This is an optimization exercise on Yosys and OpenROAD, whose aim is small area, not a production implementation. Where RTL was checked, it was by simulation tests only, not by an equivalence proof against the original. Function not checked in runs 1 and 2: the RTL went through the layout flow alone. In runs 5 and 6 the design's own scripts or RTL, not TritonCTS, make the clock network. No driver is modelled on the clock port, so clock power and skew are understated where the tree is cut down; a real chip needs a root buffer or a tree. Power figures rest on the tool's default switching activity, not on a simulated workload.

<file path="flow/flow/run.sh">
#!/bin/bash
# Layout flow: the standard synthesis, its combinational logic re-mapped by
# ABC for area (four runs in parallel, the smallest kept; flip-flops
# untouched; the result checked equivalent to the standard netlist), then
# the standard ORFS floorplan-to-finish with small port buffers and a leaner
# clock tree.
set -euo pipefail
HERE=$(pwd)
R=$HERE/orfs/results/$FLOW_PLATFORM/top/base
LIB=$FLOW_HOME/platforms/sky130hd/lib/sky130_fd_sc_hd__tt_025C_1v80.lib

bash standard.sh synth > log_1_synth.txt 2>&1
cp "$R/1_2_yosys.v" "$HERE/synth_std.v"

subst() {  # subst template output run-tag
  sed -e "s|@LIB@|$LIB|g" -e "s|@IN@|$HERE/synth_std.v|g" -e "s|@OUT@|$HERE/synth_area_$3.v|g" \
      -e "s|@ABC@|$HERE/flow/area$3.abc|g" -e "s|@STAT@|$HERE/synth_area_stat_$3.txt|g" \
      -e "s|@HERE@|$HERE|g" "$1" > "$2"
}
pids=()
for k in 0 1 2 3; do
  subst flow/reabc.ys "$HERE/reabc_$k.ys" $k
  yosys -s "$HERE/reabc_$k.ys" > "log_2_reabc_$k.txt" 2>&1 &
  pids+=($!)
done
for p in "${pids[@]}"; do wait "$p" || true; done
best=""; besta=""
for k in 0 1 2 3; do
  a=$(grep "Chip area for module" "$HERE/synth_area_stat_$k.txt" 2>/dev/null | awk '{print $NF}' || true)
  [ -n "$a" ] || continue
  echo "run $k: $a" >> reabc_areas.txt
  if [ -z "$besta" ] || awk "BEGIN{exit !($a < $besta)}"; then best=$k; besta=$a; fi
done
ok=0
if [ -n "$best" ]; then
  cp "$HERE/synth_area_$best.v" "$HERE/synth_area.v"
  sed -e "s|@LIB@|$LIB|g" -e "s|@OUT@|$HERE/synth_area.v|g" flow/check.ys > "$HERE/check.ys"
  sed -e "s|@LIB@|$LIB|g" -e "s|@HERE@|$HERE|g" flow/equiv.ys > "$HERE/equiv.ys"
  if yosys -s "$HERE/check.ys" > log_3_check.txt 2>&1 &&
     python3 flow/cutff.py "$HERE/synth_std.v" "$HERE/cut_std.v" 2> log_4_cut.txt &&
     python3 flow/cutff.py "$HERE/synth_area.v" "$HERE/cut_area.v" 2>> log_4_cut.txt &&
     yosys -s "$HERE/equiv.ys" > log_5_equiv.txt 2>&1; then
    ok=1
  fi
fi
if [ $ok = 1 ]; then
  echo "using the re-mapped netlist of run $best ($besta um2)" > netlist_choice.txt
  cp "$HERE/synth_area.v" "$R/1_2_yosys.v"
  rm -f "$R/1_synth.odb" "$R/1_synth.sdc"
else
  echo "re-mapping failed; using the standard netlist" > netlist_choice.txt
fi

bash standard.sh \
  "BUFFER_PORTS_ARGS=-buffer_cell sky130_fd_sc_hd__buf_1" \
  "CTS_ARGS=$(cat flow/cts_args.txt)" \
  finish > log_6_finish.txt 2>&1
</file>
<file path="flow/flow/area0.abc">
strash
&get -n
&deepsyn -T 20 -S 0
&put
dch -f
amap
topo
strash
dch -f
amap
</file>
<file path="flow/flow/area1.abc">
strash
&get -n
&deepsyn -T 20 -S 1
&put
dch -f
amap
topo
strash
dch -f
amap
</file>
<file path="flow/flow/area2.abc">
strash
&get -n
&deepsyn -T 20 -S 2
&put
dch -f
amap
topo
strash
dch -f
amap
</file>
<file path="flow/flow/area3.abc">
strash
&get -n
&deepsyn -T 20 -S 3
&put
dch -f
amap
topo
strash
dch -f
amap
</file>
<file path="flow/flow/check.ys">
read_liberty -lib @LIB@
read_verilog @OUT@
hierarchy -top top
check -assert -mapped
</file>
<file path="flow/flow/cts_args.txt">
-sink_clustering_enable -repair_clock_nets -dont_use_dummy_load -buf_list sky130_fd_sc_hd__clkbuf_8 -sink_clustering_size 30 -sink_clustering_max_diameter 100
</file>
<file path="flow/flow/cutff.py">
#!/usr/bin/env python3
"""Cut the flip-flops out of a yosys-written netlist: each flip-flop's output
becomes an input port and each of its other pins' nets an output port, named
after the flip-flop instance. Used to compare two netlists combinationally.
usage: cutff.py in.v out.v"""
import re, sys
src = open(sys.argv[1]).read()
inst_re = re.compile(r'^\s*(sky130_fd_sc_hd__(?:df|edf|sdf|dl)\w*)\s+(\\\S+|\w+)\s*\((.*?)\);\s*$', re.S | re.M)
pin_re = re.compile(r'\.(\w+)\s*\(\s*(.*?)\s*\)\s*(?:,|$)', re.S)
ports, decls, assigns = [], [], []
n = 0
def repl(m):
    global n
    cell, name, body = m.group(1), m.group(2), m.group(3)
    key = re.sub(r'[^A-Za-z0-9_]', '_', name.lstrip('\\'))
    n += 1
    for pin, net in pin_re.findall(body):
        if pin == 'CLK': continue
        p = 'ff_%s__%s' % (key, pin)
        if pin in ('Q', 'Q_N'):
            decls.append('  input %s;' % p); assigns.append('  assign %s = %s ;' % (net, p))
        else:
            decls.append('  output %s;' % p); assigns.append('  assign %s = %s ;' % (p, net))
        ports.append(p)
    return ''
out = inst_re.sub(repl, src)
# add ports to the module header
m = re.search(r'module\s+top\s*\((.*?)\);', out, re.S)
hdr = m.group(1).strip()
out = out[:m.start(1)] + hdr + ', ' + ', '.join(ports) + out[m.end(1):]
out = out.replace('endmodule', '\n'.join(decls + assigns) + '\nendmodule', 1)
open(sys.argv[2], 'w').write(out)
print('cut %d flip-flops' % n, file=sys.stderr)
</file>
<file path="flow/flow/equiv.ys">
# The re-mapped netlist must equal the standard one: both with their
# flip-flops cut out (paired by instance name), compared combinationally.
read_liberty -ignore_miss_func @LIB@
read_verilog @HERE@/cut_std.v
rename top gold
read_verilog @HERE@/cut_area.v
rename top gate
miter -equiv -flatten -make_assert gold gate m
hierarchy -top m
sat -verify -prove-asserts m
</file>
<file path="flow/flow/reabc.ys">
# Re-map the combinational logic of the standard synthesis for area.
# The flip-flops (instances, names and cell types) are kept as they are.
read_liberty -ignore_miss_func @LIB@
read_verilog -sv @IN@
hierarchy -top top
setattr -mod -set keep_hierarchy 1 sky130_fd_sc_hd__df* sky130_fd_sc_hd__edf*
flatten
rename -hide w:*.*
opt_clean -purge
abc -liberty @LIB@ -dont_use sky130_fd_sc_hd__lpflow_bleeder_1 -dont_use sky130_fd_sc_hd__lpflow_clkbufkapwr_1 -dont_use sky130_fd_sc_hd__lpflow_clkbufkapwr_16 -dont_use sky130_fd_sc_hd__lpflow_clkbufkapwr_2 -dont_use sky130_fd_sc_hd__lpflow_clkbufkapwr_4 -dont_use sky130_fd_sc_hd__lpflow_clkbufkapwr_8 -dont_use sky130_fd_sc_hd__lpflow_clkinvkapwr_1 -dont_use sky130_fd_sc_hd__lpflow_clkinvkapwr_16 -dont_use sky130_fd_sc_hd__lpflow_clkinvkapwr_2 -dont_use sky130_fd_sc_hd__lpflow_clkinvkapwr_4 -dont_use sky130_fd_sc_hd__lpflow_clkinvkapwr_8 -dont_use sky130_fd_sc_hd__lpflow_decapkapwr_12 -dont_use sky130_fd_sc_hd__lpflow_decapkapwr_3 -dont_use sky130_fd_sc_hd__lpflow_decapkapwr_4 -dont_use sky130_fd_sc_hd__lpflow_decapkapwr_6 -dont_use sky130_fd_sc_hd__lpflow_decapkapwr_8 -dont_use sky130_fd_sc_hd__lpflow_inputiso0n_1 -dont_use sky130_fd_sc_hd__lpflow_inputiso0p_1 -dont_use sky130_fd_sc_hd__lpflow_inputiso1n_1 -dont_use sky130_fd_sc_hd__lpflow_inputiso1p_1 -dont_use sky130_fd_sc_hd__lpflow_inputisolatch_1 -dont_use sky130_fd_sc_hd__lpflow_isobufsrc_1 -dont_use sky130_fd_sc_hd__lpflow_isobufsrc_16 -dont_use sky130_fd_sc_hd__lpflow_isobufsrc_2 -dont_use sky130_fd_sc_hd__lpflow_isobufsrc_4 -dont_use sky130_fd_sc_hd__lpflow_isobufsrc_8 -dont_use sky130_fd_sc_hd__lpflow_isobufsrckapwr_16 -dont_use sky130_fd_sc_hd__lpflow_lsbuf_lh_hl_isowell_tap_1 -dont_use sky130_fd_sc_hd__lpflow_lsbuf_lh_hl_isowell_tap_2 -dont_use sky130_fd_sc_hd__lpflow_lsbuf_lh_hl_isowell_tap_4 -dont_use sky130_fd_sc_hd__lpflow_lsbuf_lh_isowell_4 -dont_use sky130_fd_sc_hd__lpflow_lsbuf_lh_isowell_tap_1 -dont_use sky130_fd_sc_hd__lpflow_lsbuf_lh_isowell_tap_2 -dont_use sky130_fd_sc_hd__lpflow_lsbuf_lh_isowell_tap_4 -dont_use sky130_fd_sc_hd__probe_p_8 -dont_use sky130_fd_sc_hd__probec_p_8  -script @ABC@
opt_clean -purge
setundef -zero
hilomap -singleton -hicell sky130_fd_sc_hd__conb_1 HI -locell sky130_fd_sc_hd__conb_1 LO
splitnets
opt_clean -purge
insbuf -buf sky130_fd_sc_hd__buf_4 A X
select top
tee -o @STAT@ stat -liberty @LIB@
write_verilog -noattr -nohex -nodec -selected @OUT@
</file>
<file path="flow/standard.sh">
#!/bin/bash
# synth_recipe.tcl (not shown) runs the flow's synth.tcl, then flattens the netlist and writes it again
# the make line also repeats each setting of config.mk as NAME=value (left out here)
make -C /OpenROAD-flow-scripts/flow DESIGN_CONFIG=/design/flow/config.mk WORK_HOME=/design/flow/orfs CLKGATE_MAP_FILE= SYNTH_SCRIPT=/design/flow/synth_recipe.tcl "${@:-finish}"
</file>
<file path="flow/config.mk">
export PLATFORM = sky130hd
export DESIGN_NAME = top
export DESIGN_NICKNAME = top
export VERILOG_FILES = /design/flow/design.v
export SDC_FILE = /design/flow/constraint.sdc
export NUM_CORES = 4
export LEC_CHECK = 0
export CAP_MARGIN = 20
export CORE_MARGIN = 2
export CORE_UTILIZATION = 75
export SLEW_MARGIN = 20
</file>
<file path="flow/constraint.sdc">
create_clock -name core_clock -period 10.0 [get_ports {clk_27mhz}]
set_input_delay 2.0000 -clock core_clock [delete_from_list [all_inputs] [get_ports {clk_27mhz}]]
set_output_delay 2.0000 -clock core_clock [all_outputs]
set_load 0.01 [all_outputs]
</file>
<file path="flow/design.v">
module top (
    input  logic clk_27mhz,
    input  logic reset_n,
    output logic [3:0] keypad_cols,
    input  logic [3:0] keypad_rows,
    input  logic btn_div,
    input  logic btn_quot,
    input  logic btn_rem,
    input  logic btn_clear,
    output logic [7:0] segmentos_out,
    output logic [3:0] anodos_out
);
    localparam int          SN      = 12;
    localparam logic [SN-1:0] SC_TAPS = 12'd2179;
    localparam logic [SN-1:0] SC_X    = 12'd1634;
    localparam logic [SN-1:0] SC_S0   = 12'd3268;
    logic          sc_pressed;
    logic [SN-1:0] sc_t;
    logic [1:0]    col;    
    wire any_row_low = ~&keypad_rows;
    wire sc_end = (sc_t == SC_X);
    wire sc_fb  = (^(sc_t & SC_TAPS)) ^ sc_end;
    always_ff @(posedge clk_27mhz or negedge reset_n) begin
        if (!reset_n) begin
            sc_pressed <= 1'b0;
            sc_t       <= SC_S0;
            col        <= '0;
        end else if (!sc_pressed) begin
            sc_t <= {sc_t[SN-2:0], sc_fb};
            if (sc_end) col <= {col[0], ~col[1]};
            if (any_row_low) sc_pressed <= 1'b1;
        end else if (!any_row_low) begin
            sc_pressed <= 1'b0;
        end
    end
    always_comb begin
        case (col)
            2'b00:   keypad_cols = 4'b1110;
            2'b01:   keypad_cols = 4'b1101;
            2'b11:   keypad_cols = 4'b1011;
            default: keypad_cols = 4'b0111;
        endcase
    end
    localparam int          DN      = 20;
    localparam logic [DN-1:0] DB_TAPS = 20'd524292;
    localparam logic [DN-1:0] DB_L    = 20'd0;
    localparam logic [DN-1:0] DB_T    = 20'd380236;
    logic          db_wait, db_level;
    logic [DN-1:0] db_q;
    wire db_diff = sc_pressed ^ db_level;
    wire db_done = (db_q == DB_T);
    wire tick    = db_wait & db_diff & db_done;
    always_ff @(posedge clk_27mhz or negedge reset_n) begin
        if (!reset_n) begin
            db_wait  <= 1'b0;
            db_level <= 1'b0;
        end else begin
            db_wait  <= db_diff & ~(db_wait & db_done);
            if (tick) db_level <= sc_pressed;
        end
    end
    always_ff @(posedge clk_27mhz) begin
        if (db_wait) db_q <= {~db_q[DN-2:0], ^(db_q & DB_TAPS)};
        else         db_q <= DB_L;
    end
    logic       cur_valid;
    logic [3:0] cur_val;
    always_comb begin
        cur_valid = 1'b1;
        case ({col, keypad_rows})
            6'b00_1110: cur_val = 4'h1;
            6'b00_1101: cur_val = 4'h4;
            6'b00_1011: cur_val = 4'h7;
            6'b00_0111: cur_val = 4'hE;
            6'b01_1110: cur_val = 4'h2;
            6'b01_1101: cur_val = 4'h5;
            6'b01_1011: cur_val = 4'h8;
            6'b01_0111: cur_val = 4'h0;
            6'b11_1110: cur_val = 4'h3;
            6'b11_1101: cur_val = 4'h6;
            6'b11_1011: cur_val = 4'h9;
            6'b11_0111: cur_val = 4'hF;
            6'b10_1110: cur_val = 4'hA;
            6'b10_1101: cur_val = 4'hB;
            6'b10_1011: cur_val = 4'hC;
            6'b10_0111: cur_val = 4'hD;
            default: begin cur_valid = 1'b0; cur_val = 4'hx; end
        endcase
    end
    logic       key_valid;
    logic [3:0] key_val;
    always_ff @(posedge clk_27mhz) begin
        if (!sc_pressed && (!db_level || tick)) begin
            key_valid <= cur_valid;
            key_val   <= cur_val;
        end
    end
    wire       kd = tick & db_level & key_valid;
    wire [3:0] dv = key_val;
    logic       s_div, s_quot, s_rem, s_clr;
    logic [2:0] e_div, e_quot, e_rem, e_clr;
    always_ff @(posedge clk_27mhz or negedge reset_n) begin
        if (!reset_n) begin
            s_div <= 1'b1;  s_quot <= 1'b1;  s_rem <= 1'b1;  s_clr <= 1'b1;
            e_div <= 3'b0;  e_quot <= 3'b0;  e_rem <= 3'b0;  e_clr <= 3'b0;
        end else begin
            s_div  <= btn_div;
            s_quot <= btn_quot;
            s_rem  <= btn_rem;
            s_clr  <= btn_clear;
            e_div  <= {e_div[1:0],  s_div  & ~btn_div};
            e_quot <= {e_quot[1:0], s_quot & ~btn_quot};
            e_rem  <= {e_rem[1:0],  s_rem  & ~btn_rem};
            e_clr  <= {e_clr[1:0],  s_clr  & ~btn_clear};
        end
    end
    wire opd = e_div[2];
    wire opq = e_quot[2];
    wire opr = e_rem[2];
    wire opc = e_clr[2];
    typedef enum logic [2:0] {
        IDLE, NUM1, NUM2, CALC_Q, CALC_R, SHOW_Q, SHOW_R, SHOW_E
    } state_t;
    state_t st;
    logic [15:0] sr;        
    logic [7:0]  num2;      
    logic        n1z, n2z;  
    logic [3:0]  dc;
    localparam logic [3:0] DC_ERR = 4'hF;
    wire       busy  = (dc != 4'd0) && (dc != DC_ERR);
    wire       step  = busy && (dc != 4'b1000);
    wire [7:0] num1v = n1z ? 8'h00 : sr[7:0];
    wire [7:0] num2v = n2z ? 8'h00 : num2;
    wire       start = (st == NUM2) && !opc && !kd && (opq || opr);
    wire       w1    = (st == NUM1) && !opc && kd;
    wire       w2    = (st == NUM2) && !opc && kd;
    wire [8:0] diff  = {1'b0, sr[14:7]} - {1'b0, num2};
    wire       ld    = start && !busy;
    always_ff @(posedge clk_27mhz or negedge reset_n) begin
        if (!reset_n) begin
            st <= IDLE;
            dc <= 4'd0;
        end else begin
            if (ld) dc <= {3'b111, num2v == 8'h00};
            else    dc <= {dc[2:0], dc[3] & dc[2]};
            if (opc) st <= IDLE;
            else case (st)
                IDLE:   if (kd) st <= NUM1;
                NUM1:   if (!kd && opd) st <= NUM2;
                NUM2:   if (start) st <= opq ? CALC_Q : CALC_R;
                CALC_Q, CALC_R:
                        if (!busy) st <= (dc == DC_ERR) ? SHOW_E :
                                         (st == CALC_Q) ? SHOW_Q : SHOW_R;
                SHOW_Q: if (opr) st <= SHOW_R; else if (opd) st <= NUM1;
                SHOW_R: if (opq) st <= SHOW_Q; else if (opd) st <= NUM1;
                SHOW_E: if (opd) st <= NUM1;
                default: st <= IDLE;
            endcase
        end
    end
    wire to_num1 = !opc && (((st == IDLE) && kd) ||
                            ((st == SHOW_Q) && !opr && opd) ||
                            ((st == SHOW_R) && !opq && opd) ||
                            ((st == SHOW_E) && opd));
    wire to_num2 = !opc && (st == NUM1) && !kd && opd;
    always_ff @(posedge clk_27mhz) begin
        if (ld || step)
            sr[15:8] <= {8{step}} & (diff[8] ? sr[14:7] : diff[7:0]);
        if (step || w1 || (ld && n1z))
            sr[7:0] <= ({8{step}} & {sr[6:0], ~diff[8]}) |
                       ({8{w1}} & {num1v[3:0], dv});
        if (to_num1)  n1z <= 1'b1;
        else if (w1)  n1z <= 1'b0;
        if (w2)       num2 <= {num2v[3:0], dv};
        if (to_num2)  n2z <= 1'b1;
        else if (w2)  n2z <= 1'b0;
    end
    localparam int          RL      = 12;
    localparam logic [RL-1:0] RF_TAPS = 12'd2179;
    logic [RL-1:0] rf_t;
    logic [1:0]    dsel;   
    wire rf_end = (rf_t == '0);
    wire rf_fb  = (^(rf_t & RF_TAPS)) ^ (rf_t[RL-2:0] == '0);
    always_ff @(posedge clk_27mhz or negedge reset_n) begin
        if (!reset_n) begin
            rf_t <= RL'(1);
            dsel <= 2'd0;
        end else begin
            rf_t <= {rf_t[RL-2:0], rf_fb};
            if (rf_end) dsel <= {dsel[0], ~dsel[1]};
        end
    end
    wire dig_hi = dsel[1] &  dsel[0];    
    wire dig_lo = dsel[1] & ~dsel[0];    
    wire show1  = ((st == NUM1) & ~n1z) | (st == SHOW_Q);
    wire show2  = (st == NUM2) & ~n2z;
    wire showr  = (st == SHOW_R);
    wire calc   = (st == CALC_Q) | (st == CALC_R);
    wire err    = (st == SHOW_E);
    wire [3:0] digit = ({4{show1 & dig_lo}} & sr[3:0])   | ({4{show1 & dig_hi}} & sr[7:4])   |
                       ({4{showr & dig_lo}} & sr[11:8])  | ({4{showr & dig_hi}} & sr[15:12]) |
                       ({4{show2 & dig_lo}} & num2[3:0]) | ({4{show2 & dig_hi}} & num2[7:4]) |
                       {calc | err, calc | err, err, calc};
    always_comb begin
        case (digit)
            4'h0: segmentos_out[6:0] = 7'b0111111;
            4'h1: segmentos_out[6:0] = 7'b0000110;
            4'h2: segmentos_out[6:0] = 7'b1011011;
            4'h3: segmentos_out[6:0] = 7'b1001111;
            4'h4: segmentos_out[6:0] = 7'b1100110;
            4'h5: segmentos_out[6:0] = 7'b1101101;
            4'h6: segmentos_out[6:0] = 7'b1111101;
            4'h7: segmentos_out[6:0] = 7'b0000111;
            4'h8: segmentos_out[6:0] = 7'b1111111;
            4'h9: segmentos_out[6:0] = 7'b1101111;
            4'hA: segmentos_out[6:0] = 7'b1110111;
            4'hB: segmentos_out[6:0] = 7'b1111100;
            4'hC: segmentos_out[6:0] = 7'b0111001;
            4'hD: segmentos_out[6:0] = 7'b1011110;
            4'hE: segmentos_out[6:0] = 7'b1111001;
            default: segmentos_out[6:0] = 7'b1110001;
        endcase
        segmentos_out[7] = (dsel == 2'b01);
    end
    always_comb begin
        case (dsel)
            2'b00:   anodos_out = 4'b0001;
            2'b01:   anodos_out = 4'b0010;
            2'b11:   anodos_out = 4'b0100;
            default: anodos_out = 4'b1000;
        endcase
    end
endmodule
</file>
==> impl_metrics.json, run 1 <==
{
  "dpl_cell_area_um2": 4530,
  "grt_pass1_vias": 3214,
  "finalPower_mw": 1.21,
  "firstDrtPassIters": 4,
  "power_density_nw_per_um2": 261,
  "postRouteAntennaNets": 0,
  "root_buffer": "clkbuf_8",
  "critPathRequiredTime_ns": 8.00,
  "worst_hold_path_type": "reg -> reg",
  "layout_common_cells": "nor2_1, clkinv_1, dfrtp_1",
  "status": "complete, no violations",
  "setup_viol": 0,
  "tightest_slew_ns": 0.953,
  "fp.coreArea_um2": 5540,
  "pin_count": 26,
  "tns_ns": 0,
  "pre_cts_slack_ns": 4.99,
  "fillCellCount": 326,
  "p_leak_nw": 1.74,
  "max-slew-margin-rel": 0.358,
  "numCtsBuffers": 9,
  "cpPeakStageDelay_ns": 0.71,
  "finalCriticalPeriod_ns": 5.25,
  "fmax_mhz": 191,
  "synth_cells": 443,
  "vias": 3355,
  "instances_no_fill": 550,
  "stdcell_area_um2": 4650,
  "slowest_stage": "a2111oi_1",
  "io_buffers": 25,
  "rows": 27,
  "die_w_um": 80.0,
  "rsz0062_at_grt": "false",
  "placedCellCount": 541,
  "clockBufferDepth": 2,
  "dr.first_iter.drc_count": 225,
  "worstSkewPairLatency_ns": 0.37,
  "end_kind": "output port",
  "drive_gt1_frac": 0.0481,
  "antenna_cells": 0,
  "clk_pin_slew_worst_paths_ns": 0.08,
  "die-area_um2": 6390,
  "postCtsSetupBuffers": 0,
  "cts_resized": 0,
  "cts.sinks": 105,
  "hold_violations": 0,
  "critPathArrivalTime_ns": 3.25,
  "crit_chain": "clkinv_1 > nand2_1 > or3_1 > or3_1 > nor2_1 > a2111oi_1 > clkinv_1 > nor2_1 > clkinv_1 > nor2_1 > nor2_1 > nor2_1 > a21oi_1 > buf_1",
  "drt_wl_total_um": 8330,
  "ys.warnings.count": 1,
  "worst-path-max-fanout": 8,
  "fin_crit_sh": 0.525,
  "cp-start-kind": "register",
  "start_util": 0.781,
  "synth_nets": 453,
  "path_class": "reg -> out",
  "syn_area_per_cell_um2": 9.77,
  "grt_pass1_wl_um": 13800,
  "slew_violations": 0,
  "layout_commonest_cell": "nor2_1",
  "final_net_count": 490,
  "avgViaCountPerCell": 6.10,
  "max-cap-violations": 0,
  "grt_use_total": 0.285,
  "overflow": 0,
  "setup_slack_ns": 4.75,
  "die_h_um": 80.0,
  "rrSetupSlack_ns": 5.60,
  "place.gp.congestion": 0.908,
  "ir_worst_vdd_v": 0.000182,
  "grt_max_degree": 55,
  "syn-cell-area_um2": 4330,
  "h-tree-depth": 3,
  "worst_path_most_repeated_cell": "nor2_1",
  "cts_hold_buf": 0,
  "post-route-drc-count": 0,
  "antenna_found_initial": 0,
  "dp_hpwl_um": 6040,
  "area_growth_pct": 7.46,
  "wire_per_inst_um": 15.1,
  "clock_skew_ns": 0.0333,
  "tritoncts": "yes"
}
## power breakdown
| group | internal [mW] | switching [mW] | leakage [nW] |
|---|---|---|---|
| clock network | 0.0809 | 0.118 | 0.0647 |
| registers | 0.566 | 0.0758 | 1.09 |
| logic | 0.124 | 0.247 | 0.579 |
## final timing paths
check | startpoint | to | depth (start not counted)
worst max register to register | num2[0]$_DFFE_PP_ | sr[12]$_DFFE_PP_ | 18
worst max-delay path | st[2]$_DFFE_PN0P_ | segmentos_out[1] | 14
worst min-delay path | rf_t[4]$_DFF_PN0_ | rf_t[5]$_DFF_PN0_ | 0
max in group asynchronous | reset_n | dc[2]$_DFF_PN0_ | 2
min in group asynchronous | reset_n | db_wait$_DFF_PN0_ | 2
worst min register to register | rf_t[4]$_DFF_PN0_ | rf_t[5]$_DFF_PN0_ | 0
## layer usage
| metal | wire length (um) | vias to the layer above | GRT usage |
|---|---|---|---|
| met2 | 4190 | 113 | 0.485 |
| met1 | 3590 | 1600 | 0.339 |
| li1 | - | 1624 | - |
| met4 | 159 | 0 | 0.119 |
| met3 | 387 | 18 | 0.0837 |
| met5 | 0 | - | 0 |
## worst max-delay path: cells and delay by family, from the launching register on
kind / cells / cell delay (ns)
compound gates: 2 / 0.76
buf+inv: 4 / 0.70
flops: 1 / 0.47
simple gates: 8 / 0.99
## metrics by stage
stage,util,hold WS (ns)
2_1_floorplan,-,0.331
3_3_place_gp,0.817,0.331
3_5_place_dp,0.817,0.336
4_1_cts,0.839,0.356
5_1_grt,0.839,0.363
6_report,0.839,0.353
## layout make-up
cell class	count	area (um^2)	share of cell area
clock buffers	9	124	0.0266
repair buffers	27	110	0.0237
multi-input cells	286	1460	0.314
inverters	51	191	0.0412
flip-flops and latches	105	2680	0.575
well taps	72	90.1	0.0194
## state kept, by name, summed over array words and instances, names as in the netlist, 4 cells and up
name	cells
num2	8
sr	16
sc_t	12
db_q	20
rf_t	12
key_val	4
dc	4
==> run 2, diff against run 1 <==
--- a/flow/design.v
+++ b/flow/design.v
@@ -63,28 +63,28 @@
         if (db_wait) db_q <= {~db_q[DN-2:0], ^(db_q & DB_TAPS)};
         else         db_q <= DB_L;
     end
-    logic       cur_valid;
+    wire [3:0] rl = ~keypad_rows;
+    wire       cur_valid = (rl == 4'b0001) | (rl == 4'b0010) | (rl == 4'b0100) | (rl == 4'b1000);
+    wire [1:0] ri = {rl[2] | rl[3], rl[1] | rl[3]};
     logic [3:0] cur_val;
     always_comb begin
-        cur_valid = 1'b1;
-        case ({col, keypad_rows})
-            6'b00_1110: cur_val = 4'h1;
-            6'b00_1101: cur_val = 4'h4;
-            6'b00_1011: cur_val = 4'h7;
-            6'b00_0111: cur_val = 4'hE;
-            6'b01_1110: cur_val = 4'h2;
-            6'b01_1101: cur_val = 4'h5;
-            6'b01_1011: cur_val = 4'h8;
-            6'b01_0111: cur_val = 4'h0;
-            6'b11_1110: cur_val = 4'h3;
-            6'b11_1101: cur_val = 4'h6;
-            6'b11_1011: cur_val = 4'h9;
-            6'b11_0111: cur_val = 4'hF;
-            6'b10_1110: cur_val = 4'hA;
-            6'b10_1101: cur_val = 4'hB;
-            6'b10_1011: cur_val = 4'hC;
-            6'b10_0111: cur_val = 4'hD;
-            default: begin cur_valid = 1'b0; cur_val = 4'hx; end
+        case ({col, ri})
+            4'b00_00: cur_val = 4'h1;
+            4'b00_01: cur_val = 4'h4;
+            4'b00_10: cur_val = 4'h7;
+            4'b00_11: cur_val = 4'hE;
+            4'b01_00: cur_val = 4'h2;
+            4'b01_01: cur_val = 4'h5;
+            4'b01_10: cur_val = 4'h8;
+            4'b01_11: cur_val = 4'h0;
+            4'b11_00: cur_val = 4'h3;
+            4'b11_01: cur_val = 4'h6;
+            4'b11_10: cur_val = 4'h9;
+            4'b11_11: cur_val = 4'hF;
+            4'b10_00: cur_val = 4'hA;
+            4'b10_01: cur_val = 4'hB;
+            4'b10_10: cur_val = 4'hC;
+            default:  cur_val = 4'hD;
         endcase
     end
     logic       key_valid;
@@ -119,22 +119,23 @@
     wire opr = e_rem[2];
     wire opc = e_clr[2];
     typedef enum logic [2:0] {
-        IDLE, NUM1, NUM2, CALC_Q, CALC_R, SHOW_Q, SHOW_R, SHOW_E
+        IDLE = 3'd0, SHOW_E = 3'd1, NUM1 = 3'd2, NUM2 = 3'd3,
+        SHOW_Q = 3'd4, SHOW_R = 3'd5, CALC_Q = 3'd6, CALC_R = 3'd7
     } state_t;
     state_t st;
-    logic [15:0] sr;        
-    logic [7:0]  num2;      
+    logic [15:0] sr;
+    logic [7:0]  dvs;       
     logic        n1z, n2z;  
     logic [3:0]  dc;
     localparam logic [3:0] DC_ERR = 4'hF;
     wire       busy  = (dc != 4'd0) && (dc != DC_ERR);
     wire       step  = busy && (dc != 4'b1000);
     wire [7:0] num1v = n1z ? 8'h00 : sr[7:0];
-    wire [7:0] num2v = n2z ? 8'h00 : num2;
+    wire [7:0] num2v = n2z ? 8'h00 : sr[15:8];
     wire       start = (st == NUM2) && !opc && !kd && (opq || opr);
-    wire       w1    = (st == NUM1) && !opc && kd;
-    wire       w2    = (st == NUM2) && !opc && kd;
-    wire [8:0] diff  = {1'b0, sr[14:7]} - {1'b0, num2};
+    wire       w1    = (st == NUM1) && kd;
+    wire       w2    = (st == NUM2) && kd;
+    wire [8:0] diff  = {1'b0, sr[14:7]} - {1'b0, dvs};
     wire       ld    = start && !busy;
     always_ff @(posedge clk_27mhz or negedge reset_n) begin
         if (!reset_n) begin
@@ -158,22 +159,18 @@
             endcase
         end
     end
-    wire to_num1 = !opc && (((st == IDLE) && kd) ||
-                            ((st == SHOW_Q) && !opr && opd) ||
-                            ((st == SHOW_R) && !opq && opd) ||
-                            ((st == SHOW_E) && opd));
-    wire to_num2 = !opc && (st == NUM1) && !kd && opd;
     always_ff @(posedge clk_27mhz) begin
-        if (ld || step)
-            sr[15:8] <= {8{step}} & (diff[8] ? sr[14:7] : diff[7:0]);
+        if (ld || step || w2)
+            sr[15:8] <= ({8{step}} & (diff[8] ? sr[14:7] : diff[7:0])) |
+                        ({8{w2}} & {num2v[3:0], dv});
+        if (ld) dvs <= sr[15:8];
         if (step || w1 || (ld && n1z))
             sr[7:0] <= ({8{step}} & {sr[6:0], ~diff[8]}) |
                        ({8{w1}} & {num1v[3:0], dv});
-        if (to_num1)  n1z <= 1'b1;
-        else if (w1)  n1z <= 1'b0;
-        if (w2)       num2 <= {num2v[3:0], dv};
-        if (to_num2)  n2z <= 1'b1;
-        else if (w2)  n2z <= 1'b0;
+        if (st != NUM1 && st != NUM2) n1z <= 1'b1;
+        else if (w1)                  n1z <= 1'b0;
+        if (st != NUM2) n2z <= 1'b1;
+        else if (w2)    n2z <= 1'b0;
     end
     localparam int          RL      = 12;
     localparam logic [RL-1:0] RF_TAPS = 12'd2179;
@@ -193,13 +190,11 @@
     wire dig_hi = dsel[1] &  dsel[0];    
     wire dig_lo = dsel[1] & ~dsel[0];    
     wire show1  = ((st == NUM1) & ~n1z) | (st == SHOW_Q);
-    wire show2  = (st == NUM2) & ~n2z;
-    wire showr  = (st == SHOW_R);
+    wire showr  = ((st == NUM2) & ~n2z) | (st == SHOW_R);
     wire calc   = (st == CALC_Q) | (st == CALC_R);
     wire err    = (st == SHOW_E);
     wire [3:0] digit = ({4{show1 & dig_lo}} & sr[3:0])   | ({4{show1 & dig_hi}} & sr[7:4])   |
                        ({4{showr & dig_lo}} & sr[11:8])  | ({4{showr & dig_hi}} & sr[15:12]) |
-                       ({4{show2 & dig_lo}} & num2[3:0]) | ({4{show2 & dig_hi}} & num2[7:4]) |
                        {calc | err, calc | err, err, calc};
     always_comb begin
         case (digit)
--- a/flow/config.mk
+++ b/flow/config.mk
@@ -7,5 +7,5 @@
 export LEC_CHECK = 0
 export CAP_MARGIN = 20
 export CORE_MARGIN = 2
-export CORE_UTILIZATION = 75
+export CORE_UTILIZATION = 90
 export SLEW_MARGIN = 20
==> impl_metrics.json, run 2 <==
{
  "failing_step": "global placement",
  "die_h_um": 72.9,
  "synth_cells": 433,
  "pin_count": 26,
  "start_util": 0.916,
  "die_w_um": 72.9,
  "rows": 25,
  "syn_area_per_cell_um2": 9.86,
  "syn-cell-area_um2": 4270,
  "status": "did not finish",
  "synth_nets": 443,
  "ys.warnings.count": 1,
  "stop_error": "[ERROR GPL-0301] Utilization 101.899 % exceeds 100%.",
  "io_buffers": 25
}
==> run 3, diff against run 2 <==
--- a/flow/design.v
+++ b/flow/design.v
@@ -119,8 +119,7 @@
     wire opr = e_rem[2];
     wire opc = e_clr[2];
     typedef enum logic [2:0] {
-        IDLE = 3'd0, SHOW_E = 3'd1, NUM1 = 3'd2, NUM2 = 3'd3,
-        SHOW_Q = 3'd4, SHOW_R = 3'd5, CALC_Q = 3'd6, CALC_R = 3'd7
+        IDLE, NUM1, NUM2, CALC_Q, CALC_R, SHOW_Q, SHOW_R, SHOW_E
     } state_t;
     state_t st;
     logic [15:0] sr;
--- a/flow/config.mk
+++ b/flow/config.mk
@@ -7,5 +7,5 @@
 export LEC_CHECK = 0
 export CAP_MARGIN = 20
 export CORE_MARGIN = 2
-export CORE_UTILIZATION = 90
+export CORE_UTILIZATION = 75
 export SLEW_MARGIN = 20
==> impl_metrics.json, run 3 <==
{
  "status": "complete, no violations",
  "globalRouteMet2Util": 0.496,
  "layout_commonest_cell": "nor2_1",
  "placedCellCount": 526,
  "grt_use_total": 0.300,
  "die-area_um2": 6330,
  "die_w_um": 79.5,
  "layout_common_cells": "nor2_1, clkinv_1, dfrtp_1",
  "worstSkewPairLatency_ns": 0.36,
  "syn_area_per_cell_um2": 10.0,
  "grt_pass1_vias": 3110,
  "max-slew-margin-rel": 0.418,
  "numCtsBuffers": 9,
  "rsz0062_at_grt": "false",
  "clkPwrFrac": 0.254,
  "clock_skew_ns": 0.0360,
  "wire_per_inst_um": 16.4,
  "start_util": 0.777,
  "dp_hpwl_um": 5980,
  "worst_path_most_repeated_cell": "nor2_1",
  "gr-usage-met1": 0.391,
  "power_density_nw_per_um2": 172,
  "seqPwrFrac": 0.672,
  "cts_hold_buf": 0,
  "crit_chain": "clkinv_1 > nor2_1 > nor2_1 > clkinv_1 > nor2_1 > nor4_1 > nor2_1 > clkinv_1 > nor2_1 > a221oi_1 > a21oi_1 > o32a_1 > buf_1",
  "path_class": "reg -> out",
  "timing.rr.start": "sr[8]$_DFFE_PP_",
  "post-route-drc-count": 0,
  "max-cap-violations": 0,
  "critPathArrivalTime_ns": 3.48,
  "stdcell_area_um2": 4600,
  "ir_worst_vdd_v": 0.000179,
  "h-tree-depth": 3,
  "postCtsSetupBuffers": 0,
  "reg_top3": "db_q: 20 flops, sr: 16 flops",
  "gr-usage-met3": 0.0509,
  "die_h_um": 79.5,
  "p_switching_mw": 0.189,
  "antenna_cells": 0,
  "drt_wl_total_um": 8770,
  "fillCellCount": 300,
  "p_leak_nw": 1.69,
  "largest_reg_flops": 20,
  "finalCriticalPeriod_ns": 5.48,
  "tns_ns": 0,
  "root_buffer": "clkbuf_8",
  "ys.warnings.count": 1,
  "hold_violations": 0,
  "top_usage_layer": "met2",
  "syn-cell-area_um2": 4280,
  "drive_gt1_frac": 0.0475,
  "clockBufferDepth": 2,
  "tritoncts": "yes",
  "setup_viol": 0,
  "final_net_count": 475,
  "io_buffers": 25,
  "dr.first_iter.drc_count": 250,
  "avgViaCountPerCell": 6.17,
  "vias": 3301,
  "fin_crit_sh": 0.548,
  "grt_max_degree": 55,
  "worst_hold_path_type": "reg -> reg",
  "grt_pass1_wl_um": 14400,
  "slew_violations": 0,
  "fmax_mhz": 182,
  "postRouteAntennaNets": 0,
  "overflow": 0,
  "clk_pin_slew_worst_paths_ns": 0.08,
  "synth_cells": 428,
  "critPathRequiredTime_ns": 8.00,
  "cts.sinks": 105,
  "finalPower_mw": 0.790,
  "intPower_mw": 0.601,
  "end_kind": "output port",
  "cts_resized": 0,
  "dpl_cell_area_um2": 4470,
  "combPwrFrac": 0.074,
  "worst-path-max-fanout": 8,
  "slowest_stage": "nor4_1",
  "cp-start-kind": "register",
  "area_growth_pct": 7.40,
  "rows": 27,
  "firstDrtPassIters": 5,
  "p_sw_frac": 0.239,
  "tightest_slew_ns": 0.869,
  "antenna_found_initial": 0,
  "critPathLaunch": "st[1]$_DFFE_PN0P_",
  "synth_nets": 438,
  "cpPeakStageDelay_ns": 0.76,
  "max_flop_register": "db_q",
  "holdCritStartpoint": "e_clr[1]$_DFF_PN0_",
  "instances_no_fill": 535,
  "place.gp.congestion": 0.939,
  "fp.coreArea_um2": 5510,
  "pin_count": 26
}
## run 3: path summary, 6_finish.rpt
path	end	slack (ns)	cells after the start
max	segmentos_out[0]	4.52	13
min	e_clr[2]$_DFF_PN0_	0.34	0
max reg2reg	sr[13]$_DFFE_PP_	6.30	19
min reg2reg	e_clr[2]$_DFF_PN0_	0.34	0
max in group asynchronous	dc[3]$_DFF_PN0_	7.81	2
min in group asynchronous	rf_t[11]$_DFF_PN0_	1.75	2
## run 3: critical path, delay by kind of cell, from the launching register on
kind            cells  cell delay [ns]
compound gates      3             0.67
buf+inv             4             0.48
flops               1             0.47
simple gates        6             1.53
## run 3: area by class of cell
| cell class | instances | area [um^2] | share of cell area |
|---|---|---|---|
| sequential | 105 | 2680 | 0.582 |
| inverter | 66 | 248 | 0.0539 |
| timing repair buffer | 27 | 110 | 0.0240 |
| tap | 72 | 90.1 | 0.0196 |
| multi-input combinational | 256 | 1350 | 0.293 |
| clock buffer | 9 | 124 | 0.0270 |
## run 3: per-layer routing
| layer | wire length, um | share of wire |
|---|---|---|
| met1 | 3750 | 0.43 |
| met4 | 267 | 0.030 |
| met3 | 494 | 0.056 |
| met2 | 4260 | 0.49 |
| met5 | 0 | 0 |
## run 3: power groups by stage
stage	Clock, mW	Combinational (mW)	Sequential [mW]
floorplan	0	0.0409	0.526
global placement	0	0.0519	0.534
detailed placement	0	0.0576	0.536
CTS	0.204	0.0590	0.530
global route	0.220	0.0680	0.537
finish	0.201	0.0583	0.531
## run 3: metrics by stage
| stage | setup WS (ns) | hold slack, ns | utilization |
|---|---|---|---|
| after floorplan | 5.55 | 0.331 | - |
| after detailed placement | 5.05 | 0.335 | 0.812 |
| after global routing | 4.21 | 0.359 | 0.835 |
| final | 4.52 | 0.341 | 0.835 |
| after global placement | 5.26 | 0.335 | 0.812 |
| after CTS | 4.62 | 0.340 | 0.835 |
==> run 4, diff against run 3 <==
--- a/flow/design.v
+++ b/flow/design.v
@@ -97,29 +97,30 @@
     end
     wire       kd = tick & db_level & key_valid;
     wire [3:0] dv = key_val;
-    logic       s_div, s_quot, s_rem, s_clr;
-    logic [2:0] e_div, e_quot, e_rem, e_clr;
-    always_ff @(posedge clk_27mhz or negedge reset_n) begin
-        if (!reset_n) begin
-            s_div <= 1'b1;  s_quot <= 1'b1;  s_rem <= 1'b1;  s_clr <= 1'b1;
-            e_div <= 3'b0;  e_quot <= 3'b0;  e_rem <= 3'b0;  e_clr <= 3'b0;
-        end else begin
-            s_div  <= btn_div;
-            s_quot <= btn_quot;
-            s_rem  <= btn_rem;
-            s_clr  <= btn_clear;
-            e_div  <= {e_div[1:0],  s_div  & ~btn_div};
-            e_quot <= {e_quot[1:0], s_quot & ~btn_quot};
-            e_rem  <= {e_rem[1:0],  s_rem  & ~btn_rem};
-            e_clr  <= {e_clr[1:0],  s_clr  & ~btn_clear};
-        end
-    end
-    wire opd = e_div[2];
-    wire opq = e_quot[2];
-    wire opr = e_rem[2];
-    wire opc = e_clr[2];
+    logic [2:0] s_div, s_quot, s_rem, s_clr;
+    logic       e_div, e_quot, e_rem, e_clr;
+    always_ff @(posedge clk_27mhz or negedge reset_n) begin
+        if (!reset_n) begin
+            s_div <= 3'b111;  s_quot <= 3'b111;  s_rem <= 3'b111;  s_clr <= 3'b111;
+            e_div <= 1'b0;    e_quot <= 1'b0;    e_rem <= 1'b0;    e_clr <= 1'b0;
+        end else begin
+            s_div  <= {s_div[1:0],  btn_div};
+            s_quot <= {s_quot[1:0], btn_quot};
+            s_rem  <= {s_rem[1:0],  btn_rem};
+            s_clr  <= {s_clr[1:0],  btn_clear};
+            e_div  <= s_div[2]  & ~s_div[1];
+            e_quot <= s_quot[2] & ~s_quot[1];
+            e_rem  <= s_rem[2]  & ~s_rem[1];
+            e_clr  <= s_clr[2]  & ~s_clr[1];
+        end
+    end
+    wire opd = e_div;
+    wire opq = e_quot;
+    wire opr = e_rem;
+    wire opc = e_clr;
     typedef enum logic [2:0] {
-        IDLE, NUM1, NUM2, CALC_Q, CALC_R, SHOW_Q, SHOW_R, SHOW_E
+        IDLE = 3'd0, SHOW_E = 3'd1, NUM1 = 3'd2, NUM2 = 3'd3,
+        SHOW_Q = 3'd4, SHOW_R = 3'd5, CALC_Q = 3'd6, CALC_R = 3'd7
     } state_t;
     state_t st;
     logic [15:0] sr;
==> impl_metrics.json, run 4 <==
{
  "drt_wl_total_um": 8410,
  "place.gp.congestion": 0.879,
  "setup_viol": 0,
  "overflow": 0,
  "wire_per_inst_um": 15.8,
  "postRouteAntennaNets": 0,
  "rows": 27,
  "tns_ns": 0,
  "syn_area_per_cell_um2": 10.0,
  "area_growth_pct": 7.61,
  "max-slew-margin-rel": 0.499,
  "layout_commonest_cell": "nor2_1",
  "avgViaCountPerCell": 6.04,
  "post-route-drc-count": 0,
  "path_class": "reg -> out",
  "finalCriticalPeriod_ns": 5.19,
  "fin_crit_sh": 0.519,
  "drive_gt1_frac": 0.0672,
  "dp_hpwl_um": 6080,
  "pin_count": 26,
  "largest_reg_flops": 20,
  "die_h_um": 79.3,
  "h-tree-depth": 3,
  "layout_common_cells": "nor2_1, clkinv_1, dfrtp_1",
  "tritoncts": "yes",
  "ir_worst_vdd_v": 0.000175,
  "hold_violations": 0,
  "root_buffer": "clkbuf_8",
  "worst-path-max-fanout": 5,
  "setup_slack_ns": 4.81,
  "io_buffers": 25,
  "cts.sinks": 105,
  "dr.first_iter.drc_count": 255,
  "ys.warnings.count": 1,
  "syn-cell-area_um2": 4260,
  "fillCellCount": 327,
  "synth_nets": 435,
  "pre_cts_slack_ns": 5.23,
  "status": "complete, no violations",
  "worst_hold_path_type": "reg -> reg",
  "instances_no_fill": 533,
  "firstDrtPassIters": 5,
  "vias": 3220,
  "postCtsSetupBuffers": 0,
  "clockBufferDepth": 2,
  "fmax_mhz": 193,
  "critPathRequiredTime_ns": 8.00,
  "worstSkewPairLatency_ns": 0.37,
  "max_flop_register": "db_q",
  "numCtsBuffers": 9,
  "grt_use_total": 0.284,
  "die_w_um": 79.3,
  "rsz0062_at_grt": "false",
  "clk_pin_slew_worst_paths_ns": 0.09,
  "placedCellCount": 524,
  "tightest_slew_ns": 0.749,
  "clock_skew_ns": 0.0319,
  "final_net_count": 473,
  "critPathArrivalTime_ns": 3.19,
  "start_util": 0.773,
  "antenna_found_initial": 0,
  "grt_max_degree": 55,
  "power_density_nw_per_um2": 170,
  "die-area_um2": 6300,
  "cts_resized": 0,
  "fp.coreArea_um2": 5510,
  "finalPower_mw": 0.779,
  "synth_cells": 425,
  "p_leak_nw": 1.69,
  "grt_pass1_wl_um": 13600,
  "antenna_cells": 0,
  "max-cap-violations": 0,
  "end_kind": "output port",
  "cp-start-kind": "register",
  "fin_util": 0.832,
  "reg_top3": "db_q: 20 flops, sr: 16 flops",
  "grt_pass1_vias": 3043,
  "cts_hold_buf": 0,
  "slew_violations": 0
}
[run 4: cell type report]
type / count / area, um^2 / area share
Inverter: 57 / 214 / 0.0467
Multi-Input combinational cell: 262 / 1350 / 0.295
Tap cell: 72 / 90.1 / 0.0197
Sequential cell: 105 / 2690 / 0.586
Timing Repair Buffer: 28 / 118 / 0.0257
Clock buffer: 9 / 124 / 0.0270
[run 4: final timing paths]
| path | start | endpoint | slack (ns) | depth (start not counted) |
|---|---|---|---|---|
| max in group asynchronous | reset_n | e_rem$_DFF_PN0_ | 7.82 | 2 |
| setup reg to reg | sr[8]$_DFFE_PP_ | sr[13]$_DFFE_PP_ | 6.16 | 19 |
| hold reg to reg | s_clr[0]$_DFF_PN1_ | s_clr[1]$_DFF_PN1_ | 0.36 | 0 |
| min in group asynchronous | reset_n | e_clr$_DFF_PN0_ | 1.75 | 2 |
| setup / recovery | st[1]$_DFFE_PN0P_ | segmentos_out[1] | 4.81 | 14 |
| hold / removal | s_clr[0]$_DFF_PN1_ | s_clr[1]$_DFF_PN1_ | 0.36 | 0 |
[run 4: report_power, final]
part / leakage (nW) / switching [mW] / internal, mW / total [mW]
combinational: 0.621 / 0.0348 / 0.0213 / 0.0561
clock: 0.0647 / 0.119 / 0.0809 / 0.200
sequential: 1.00 / 0.0281 / 0.495 / 0.523
[run 4: stage by stage]
step           area, um^2  hold slack [ns]
3_3_place_gp         4460            0.345
3_5_place_dp         4460            0.350
5_1_grt              4580            0.364
6_report             4580            0.362
4_1_cts              4580            0.363
2_1_floorplan        4260            0.345
[run 4: per-layer routing]
layer | share of wire | vias to the layer above | GRT usage | routed length (um)
met5 | 0 | - | 0 | 0
met4 | 0.017 | 0 | 0.102 | 140
met3 | 0.054 | 20 | 0.0670 | 458
met2 | 0.50 | 139 | 0.483 | 4220
met1 | 0.43 | 1522 | 0.358 | 3590
li1 | - | 1539 | - | -
[run 4: worst max-delay path, stage by stage (launching register included)]
cell and delay [ns]:
dfrtp_1 0.40, clkinv_1 0.15, nor2_1 0.22, clkinv_1 0.12
nor2_1 0.15, o21bai_1 0.09, or3_1 0.37, o22a_1 0.22
o221ai_1 0.17, or2_0 0.28, nor2_1 0.11, nor2_1 0.10
nor2_1 0.05, a211oi_1 0.24, buf_1 0.18
==> run 5, diff against run 4 <==
--- a/flow/flow/run.sh
+++ b/flow/flow/run.sh
@@ -2,8 +2,8 @@
 # Layout flow: the standard synthesis, its combinational logic re-mapped by
 # ABC for area (four runs in parallel, the smallest kept; flip-flops
 # untouched; the result checked equivalent to the standard netlist), then
-# the standard ORFS floorplan-to-finish with small port buffers and a leaner
-# clock tree.
+# the standard ORFS floorplan-to-finish with small port buffers and a
+# hand-built clock tree.
 set -euo pipefail
 HERE=$(pwd)
 R=$HERE/orfs/results/$FLOW_PLATFORM/top/base
@@ -51,7 +51,9 @@
   echo "re-mapping failed; using the standard netlist" > netlist_choice.txt
 fi
 
-bash standard.sh \
-  "BUFFER_PORTS_ARGS=-buffer_cell sky130_fd_sc_hd__buf_1" \
-  "CTS_ARGS=$(cat flow/cts_args.txt)" \
-  finish > log_6_finish.txt 2>&1
+# Placement with small port buffers, then a clock tree of four buffers
+# driven by the clock port (one per cluster of flip-flops), then the rest.
+bash standard.sh "BUFFER_PORTS_ARGS=-buffer_cell sky130_fd_sc_hd__buf_1" place > log_6_place.txt 2>&1
+IN_ODB=$R/3_place.odb IN_SDC=$R/3_place.sdc OUT_ODB=$R/4_1_cts.odb OUT_SDC=$R/4_cts.sdc \
+  NB=4 BUF=sky130_fd_sc_hd__clkbuf_16 openroad -no_init -exit flow/mcts.tcl > log_7_cts.txt 2>&1
+bash standard.sh "BUFFER_PORTS_ARGS=-buffer_cell sky130_fd_sc_hd__buf_1" finish > log_8_finish.txt 2>&1
==> flow/flow/mcts.tcl (new file) <==
# Manual clock tree: the clock port drives NB clock buffers directly, each
# feeding the clock pins of one cluster of flip-flops (k-means on position).
# usage: env IN_ODB IN_SDC OUT_ODB OUT_SDC NB BUF
set P $::env(FLOW_HOME)/platforms/sky130hd
read_lef $P/lef/sky130_fd_sc_hd.tlef
read_lef $P/lef/sky130_fd_sc_hd_merged.lef
read_liberty $P/lib/sky130_fd_sc_hd__tt_025C_1v80.lib
read_db $::env(IN_ODB)
read_sdc $::env(IN_SDC)
source $P/setRC.tcl
set block [ord::get_db_block]
set nb $::env(NB)
set bufm [[ord::get_db] findMaster $::env(BUF)]
set clkport [$block findBTerm clk_27mhz]
set clknet [$clkport getNet]
# sinks: the flip-flop clock pins on the clock net
set sinks {}
foreach it [$clknet getITerms] {
  set inst [$it getInst]
  set bb [$inst getBBox]
  lappend sinks [list $it [expr {([$bb xMin]+[$bb xMax])/2.0}] [expr {([$bb yMin]+[$bb yMax])/2.0}]]
}
puts "sinks: [llength $sinks]"
# k-means, initialised from sinks sorted by angle around the centre
set cx 0; set cy 0
foreach s $sinks { set cx [expr {$cx + [lindex $s 1]}]; set cy [expr {$cy + [lindex $s 2]}] }
set cx [expr {$cx / [llength $sinks]}]; set cy [expr {$cy / [llength $sinks]}]
set sorted [lsort -real -index 3 [lmap s $sinks {concat $s [expr {atan2([lindex $s 2]-$cy, [lindex $s 1]-$cx)}]}]]
set n [llength $sorted]
set cent {}
for {set k 0} {$k < $nb} {incr k} {
  set s [lindex $sorted [expr {int(($k + 0.5) * $n / $nb)}]]
  lappend cent [list [lindex $s 1] [lindex $s 2]]
}
# balanced assignment: each cluster takes at most ceil(n/nb) sinks
set cap [expr {int(ceil(double($n) / $nb))}]
for {set iter 0} {$iter < 30} {incr iter} {
  set pairs {}
  foreach s $sinks {
    for {set k 0} {$k < $nb} {incr k} {
      set c [lindex $cent $k]
      lappend pairs [list [expr {abs([lindex $s 1]-[lindex $c 0]) + abs([lindex $s 2]-[lindex $c 1])}] $k [lindex $s 0] [lindex $s 1] [lindex $s 2]]
    }
  }
  set pairs [lsort -real -index 0 $pairs]
  array unset asg; array unset cnt
  for {set k 0} {$k < $nb} {incr k} { set cnt($k) 0 }
  foreach p $pairs {
    set it [lindex $p 2]
    if {[info exists asg($it)]} continue
    set k [lindex $p 1]
    if {$cnt($k) >= $cap} continue
    set asg($it) [list $k [lindex $p 3] [lindex $p 4]]
    incr cnt($k)
  }
  set newc {}
  for {set k 0} {$k < $nb} {incr k} { set sx($k) 0; set sy($k) 0 }
  foreach it [array names asg] {
    lassign $asg($it) k x y
    set sx($k) [expr {$sx($k)+$x}]; set sy($k) [expr {$sy($k)+$y}]
  }
  for {set k 0} {$k < $nb} {incr k} {
    lappend newc [list [expr {$sx($k)/max(1,$cnt($k))}] [expr {$sy($k)/max(1,$cnt($k))}]]
  }
  set cent $newc
}
# build the tree
for {set k 0} {$k < $nb} {incr k} {
  set inst [odb::dbInst_create $block $bufm "clkbuf_m_$k"]
  set c [lindex $cent $k]
  $inst setLocation [expr {int([lindex $c 0])}] [expr {int([lindex $c 1])}]
  $inst setPlacementStatus PLACED
  set net [odb::dbNet_create $block "clknet_m_$k"]
  $net setSigType CLOCK
  [$inst findITerm A] connect $clknet
  [$inst findITerm X] connect $net
  set bnet($k) $net
  puts "cluster $k: $cnt($k) sinks at $c"
}
foreach it [array names asg] {
  set k [lindex $asg($it) 0]
  $it disconnect
  $it connect $bnet($k)
}
detailed_placement
check_placement -verbose
set_propagated_clock [all_clocks]
estimate_parasitics -placement
report_clock_skew
report_check_types -max_slew -max_capacitance -violators
write_db $::env(OUT_ODB)
write_sdc -no_timestamp $::env(OUT_SDC)
removed: flow/flow/cts_args.txt
==> impl_metrics.json, run 5 <==
{
  "status": "complete, no violations",
  "overflow": 0,
  "max-cap-violations": 0,
  "final_net_count": 468,
  "hold_violations": 0,
  "rsz0062_at_grt": "false",
  "tightest_slew_ns": 0.785,
  "firstDrtPassIters": 6,
  "die_h_um": 79.3,
  "area_growth_pct": 7.05,
  "place.gp.congestion": 0.879,
  "dr.first_iter.drc_count": 276,
  "layout_common_cells": "nor2_1, clkinv_1, dfrtp_1",
  "fmax_mhz": 196,
  "pin_count": 26,
  "slew_violations": 0,
  "synth_cells": 425,
  "rows": 27,
  "drive_gt1_frac": 0.0570,
  "ir_worst_vdd_v": 0.000160,
  "layout_commonest_cell": "nor2_1",
  "max_flop_register": "db_q",
  "clock_skew_ns": 0.0107,
  "critPathArrivalTime_ns": 3.10,
  "p_leak_nw": 1.67,
  "ys.warnings.count": 1,
  "setup_viol": 0,
  "io_buffers": 25,
  "worstSkewPairLatency_ns": 0.16,
  "antenna_found_initial": 0,
  "clk_pin_slew_worst_paths_ns": 0.10,
  "path_class": "reg -> out",
  "synth_nets": 435,
  "syn_area_per_cell_um2": 10.0,
  "cp-start-kind": "register",
  "post-route-drc-count": 0,
  "critPathRequiredTime_ns": 8.00,
  "fin_util": 0.828,
  "power_density_nw_per_um2": 166,
  "fin_crit_sh": 0.510,
  "grt_pass1_vias": 3101,
  "start_util": 0.773,
  "finalPower_mw": 0.756,
  "grt_use_total": 0.293,
  "fp.coreArea_um2": 5510,
  "end_kind": "output port",
  "largest_reg_flops": 20,
  "max-slew-margin-rel": 0.474,
  "placedCellCount": 524,
  "grt_pass1_wl_um": 14600,
  "worst-path-max-fanout": 5,
  "wire_per_inst_um": 16.8,
  "finalCriticalPeriod_ns": 5.10,
  "dp_hpwl_um": 6080,
  "vias": 3235,
  "drt_wl_total_um": 8870,
  "antenna_cells": 0,
  "worst_hold_path_type": "reg -> reg",
  "reg_top3": "db_q: 20 flops, sr: 16 flops",
  "die-area_um2": 6300,
  "syn-cell-area_um2": 4260,
  "tns_ns": 0,
  "instances_no_fill": 528,
  "postRouteAntennaNets": 0,
  "avgViaCountPerCell": 6.13,
  "whs_ns": 0.362,
  "grt_max_degree": 55,
  "die_w_um": 79.3
}
==> run 5: cell count changes in the layout (fill, tap and decap cells not counted) <==
cell       change
clkbuf_8       -9
clkbuf_16      +4
==> run 5: worst paths after layout <==
check,from,end,slack [ns],cells past startpoint
max,st[1]$_DFFE_PN0P_,segmentos_out[1],4.90,14
min,s_rem[0]$_DFF_PN1_,s_rem[1]$_DFF_PN1_,0.36,0
max reg2reg,sr[8]$_DFFE_PP_,sr[13]$_DFFE_PP_,6.11,19
min reg2reg,s_rem[0]$_DFF_PN1_,s_rem[1]$_DFF_PN1_,0.36,0
max in group asynchronous,reset_n,dc[3]$_DFF_PN0_,7.61,2
min in group asynchronous,reset_n,rf_t[1]$_DFF_PN0_,1.95,2
==> run 5: cell type report <==
class,instances,area [um^2]
plain buffers,4,100
flip-flops and latches,105,2690
multi-input cells,262,1350
inverters,57,214
repair buffers,28,118
well taps,72,90.1
fillers,319,948
==> run 5: critical path: stages, from the launching register on <==
cell and delay, ns:
dfrtp_1 0.43, clkinv_1 0.16, nor2_1 0.25, clkinv_1 0.13, nor2_1 0.15, o21bai_1 0.10
or3_1 0.38, o22a_1 0.23, o221ai_1 0.16, or2_0 0.28, nor2_1 0.11, nor2_1 0.10
nor2_1 0.05, a211oi_1 0.23, buf_1 0.18
==> run 5: layer usage <==
layer	share of wire	track usage	routed length, um
met3	0.072	0.0250	635
met4	0.016	0.0534	139
met2	0.52	0.533	4590
met1	0.40	0.392	3500
met5	0	0	0
==> run 5: metrics by stage <==
stage	area [um^2]	setup slack, ns
finish	4560	4.90
global route	4560	4.66
detailed placement	4460	5.23
global placement	4460	5.44
floorplan	4260	5.58
==> run 5: report_power, final <==
group | switching (mW) | internal, mW
sequential | 0.0288 | 0.494
combinational | 0.0355 | 0.0213
clock | 0.102 | 0.0737
total | 0.167 | 0.589
==> run 6, diff against run 5 <==
--- a/flow/design.v
+++ b/flow/design.v
@@ -135,7 +135,16 @@
     wire       start = (st == NUM2) && !opc && !kd && (opq || opr);
     wire       w1    = (st == NUM1) && kd;
     wire       w2    = (st == NUM2) && kd;
-    wire [8:0] diff  = {1'b0, sr[14:7]} - {1'b0, dvs};
+    logic [8:0] diff;
+    always_comb begin
+        logic b;
+        b = 1'b0;
+        for (int i = 0; i < 8; i++) begin
+            diff[i] = sr[7+i] ^ dvs[i] ^ b;
+            b = (~sr[7+i] & dvs[i]) | (~(sr[7+i] ^ dvs[i]) & b);
+        end
+        diff[8] = b;
+    end
     wire       ld    = start && !busy;
     always_ff @(posedge clk_27mhz or negedge reset_n) begin
         if (!reset_n) begin
--- a/flow/flow/run.sh
+++ b/flow/flow/run.sh
@@ -1,6 +1,6 @@
 #!/bin/bash
 # Layout flow: the standard synthesis, its combinational logic re-mapped by
-# ABC for area (four runs in parallel, the smallest kept; flip-flops
+# ABC for area (eight runs, four at a time, the smallest kept; flip-flops
 # untouched; the result checked equivalent to the standard netlist), then
 # the standard ORFS floorplan-to-finish with small port buffers and a
 # hand-built clock tree.
@@ -17,15 +17,18 @@
       -e "s|@ABC@|$HERE/flow/area$3.abc|g" -e "s|@STAT@|$HERE/synth_area_stat_$3.txt|g" \
       -e "s|@HERE@|$HERE|g" "$1" > "$2"
 }
-pids=()
-for k in 0 1 2 3; do
-  subst flow/reabc.ys "$HERE/reabc_$k.ys" $k
-  yosys -s "$HERE/reabc_$k.ys" > "log_2_reabc_$k.txt" 2>&1 &
-  pids+=($!)
+RUNS="0 1 2 3 4 5 6 7"
+for batch in "0 1 2 3" "4 5 6 7"; do
+  pids=()
+  for k in $batch; do
+    subst flow/reabc.ys "$HERE/reabc_$k.ys" $k
+    yosys -s "$HERE/reabc_$k.ys" > "log_2_reabc_$k.txt" 2>&1 &
+    pids+=($!)
+  done
+  for p in "${pids[@]}"; do wait "$p" || true; done
 done
-for p in "${pids[@]}"; do wait "$p" || true; done
 best=""; besta=""
-for k in 0 1 2 3; do
+for k in $RUNS; do
   a=$(grep "Chip area for module" "$HERE/synth_area_stat_$k.txt" 2>/dev/null | awk '{print $NF}' || true)
   [ -n "$a" ] || continue
   echo "run $k: $a" >> reabc_areas.txt
==> flow/flow/area4.abc (new file) <==
strash
&get -n
&deepsyn -T 20 -S 4
&put
dch -f
amap
topo
strash
dch -f
amap
==> flow/flow/area5.abc (new file) <==
strash
&get -n
&deepsyn -T 20 -S 5
&put
dch -f
amap
topo
strash
dch -f
amap
==> flow/flow/area6.abc (new file) <==
strash
&get -n
&deepsyn -T 20 -S 6
&put
dch -f
amap
topo
strash
dch -f
amap
==> flow/flow/area7.abc (new file) <==
strash
&get -n
&deepsyn -T 20 -S 7
&put
dch -f
amap
topo
strash
dch -f
amap
==> impl_metrics.json, run 6 <==
{
  "end_kind": "output port",
  "setup_viol": 0,
  "antenna_found_initial": 0,
  "avgViaCountPerCell": 6.15,
  "dpl_cell_area_um2": 4450,
  "area_growth_pct": 7.06,
  "post-route-drc-count": 0,
  "cp-start-kind": "register",
  "fmax_mhz": 195,
  "max-cap-violations": 0,
  "fp.coreArea_um2": 5510,
  "max-slew-margin-rel": 0.380,
  "die_h_um": 79.3,
  "fin_crit_sh": 0.514,
  "power_density_nw_per_um2": 166,
  "layout_common_cells": "nor2_1, clkinv_1, dfrtp_1",
  "critPathRequiredTime_ns": 8.00,
  "final_net_count": 458,
  "crit_chain": "clkinv_1 > nor2_1 > clkinv_1 > nor2_1 > o21ai_0 > or3_1 > o22ai_1 > nor4_1 > clkinv_1 > o21ai_0 > nand2_1 > a21oi_1 > nor3_1 > buf_1",
  "finalPower_mw": 0.756,
  "cpPeakStageDelay_ns": 0.67,
  "die_w_um": 79.3,
  "postRouteAntennaNets": 0,
  "worst_path_most_repeated_cell": "clkinv_1",
  "worst-path-max-fanout": 5,
  "synth_cells": 415,
  "synth_nets": 425,
  "setup_slack_ns": 4.86,
  "dr.first_iter.drc_count": 384,
  "hold_violations": 0,
  "worstSkewPairLatency_ns": 0.16,
  "firstDrtPassIters": 5,
  "clk_pin_slew_worst_paths_ns": 0.10,
  "dp_hpwl_um": 5740,
  "path_class": "reg -> out",
  "pin_count": 26,
  "grt_use_total": 0.264,
  "clock_skew_ns": 0.0128,
  "drive_gt1_frac": 0.0583,
  "rsz0062_at_grt": "false",
  "fillCellCount": 310,
  "syn-cell-area_um2": 4250,
  "grt_pass1_wl_um": 13400,
  "grt_pass1_vias": 2875,
  "max_flop_register": "db_q",
  "status": "complete, no violations",
  "io_buffers": 25,
  "die-area_um2": 6290,
  "slowest_stage": "nor4_1",
  "whs_ns": 0.348,
  "largest_reg_flops": 20,
  "grt_max_degree": 55,
  "worst_hold_path_type": "reg -> reg",
  "critPathArrivalTime_ns": 3.14,
  "ir_worst_vdd_v": 0.000174,
  "layout_commonest_cell": "nor2_1",
  "drt_wl_total_um": 8070,
  "antenna_cells": 0,
  "overflow": 0,
  "tightest_slew_ns": 0.920,
  "vias": 3184,
  "tns_ns": 0,
  "start_util": 0.772,
  "instances_no_fill": 518,
  "syn_area_per_cell_um2": 10.2,
  "finalCriticalPeriod_ns": 5.14,
  "stdcell_area_um2": 4550,
  "pre_cts_slack_ns": 5.02,
  "slew_violations": 0,
  "ys.warnings.count": 1,
  "placedCellCount": 514,
  "p_leak_nw": 1.61,
  "fin_util": 0.827,
  "reg_top3": "db_q: 20 flops, sr: 16 flops",
  "wire_per_inst_um": 15.6,
  "place.gp.congestion": 0.979,
  "rows": 27
}
==> run 6: cell types whose count changed in the layout (fill, tap and decap cells not counted), sizes merged, moves of 4 or more <==
cell    before  now
nor2        88   76
o22a         3    9
a21oi       18   14
nand2       30   26
clkinv      57   61
and2         4    0
o21a         5    1
==> run 6: final cells by class <==
class | instances | area (um^2) | area share
flip-flops and latches | 105 | 2690 | 0.590
multi-input cells | 248 | 1330 | 0.292
inverters | 61 | 229 | 0.0503
repair buffers | 28 | 118 | 0.0258
plain buffers | 4 | 100 | 0.0220
well taps | 72 | 90.1 | 0.0198
==> run 6: worst paths after layout <==
path | from | endpoint | slack [ns] | depth (start not counted)
max | st[1]$_DFFE_PN0P_ | segmentos_out[3] | 4.86 | 14
min | s_quot[0]$_DFF_PN1_ | s_quot[1]$_DFF_PN1_ | 0.35 | 0
max reg2reg | sr[7]$_DFFE_PP_ | sr[14]$_DFFE_PP_ | 4.89 | 26
min reg2reg | s_quot[0]$_DFF_PN1_ | s_quot[1]$_DFF_PN1_ | 0.35 | 0
max in group asynchronous | reset_n | dc[2]$_DFF_PN0_ | 7.62 | 2
min in group asynchronous | reset_n | dsel[0]$_DFFE_PN0N_ | 1.94 | 2
==> run 6: report_power, final <==
group,internal [mW],leakage (nW),switching (mW)
sequential,0.495,0.996,0.0335
combinational,0.0239,0.568,0.0317
clock,0.0735,0.0493,0.0982
total,0.593,1.61,0.163
==> run 6: per-layer routing <==
| layer | wire length (um) | track usage | vias up |
|---|---|---|---|
| li1 | - | - | 1535 |
| met1 | 3660 | 0.384 | 1506 |
| met2 | 3890 | 0.457 | 131 |
| met3 | 420 | 0.0182 | 12 |
| met4 | 102 | 0.0397 | 0 |
| met5 | 0 | 0 | - |
==> run 6: worst max-delay path, delay by kind of cell (launching register included) <==
| family | cells | cell delay [ns] |
|---|---|---|
| flops | 1 | 0.43 |
| simple gates | 6 | 1.20 |
| buf+inv | 4 | 0.66 |
| compound gates | 4 | 0.69 |

static timing again, ports no longer ideal:
The flow's constraints put no driver on any port. The routed layouts listed below were extracted and timed again, unchanged, in two steps.
Step 1 assumes that a clkbuf_16 drives the clock port and a buf_2 every other input.
Step 2 adds t to the input delays and takes it off the output delays; t is the mean of the earliest and latest rising clock arrival at the registers after step 1. Input paths then give back, and output paths get back, about the clock's delay inside the block.
Three values: no drivers, after step 1, after step 2; two values: the first two.
run	shift t [ns]	slack for setup (ns)	worst setup path at the end	cell pins on the clock port's net
run 1	0.386	4.753 / 4.720 / 5.105	register to output	1
run 3	0.370	4.517 / 4.487 / 4.857	register to output	1
run 4	0.379	4.811 / 4.782 / 5.161	register to output	1
run 5	0.234	4.904 / 4.828 / 5.062	register to output	4
run 6	0.230	4.863 / 4.789 / 4.886	register to register	4
After both steps setup and hold are still met in every run listed.
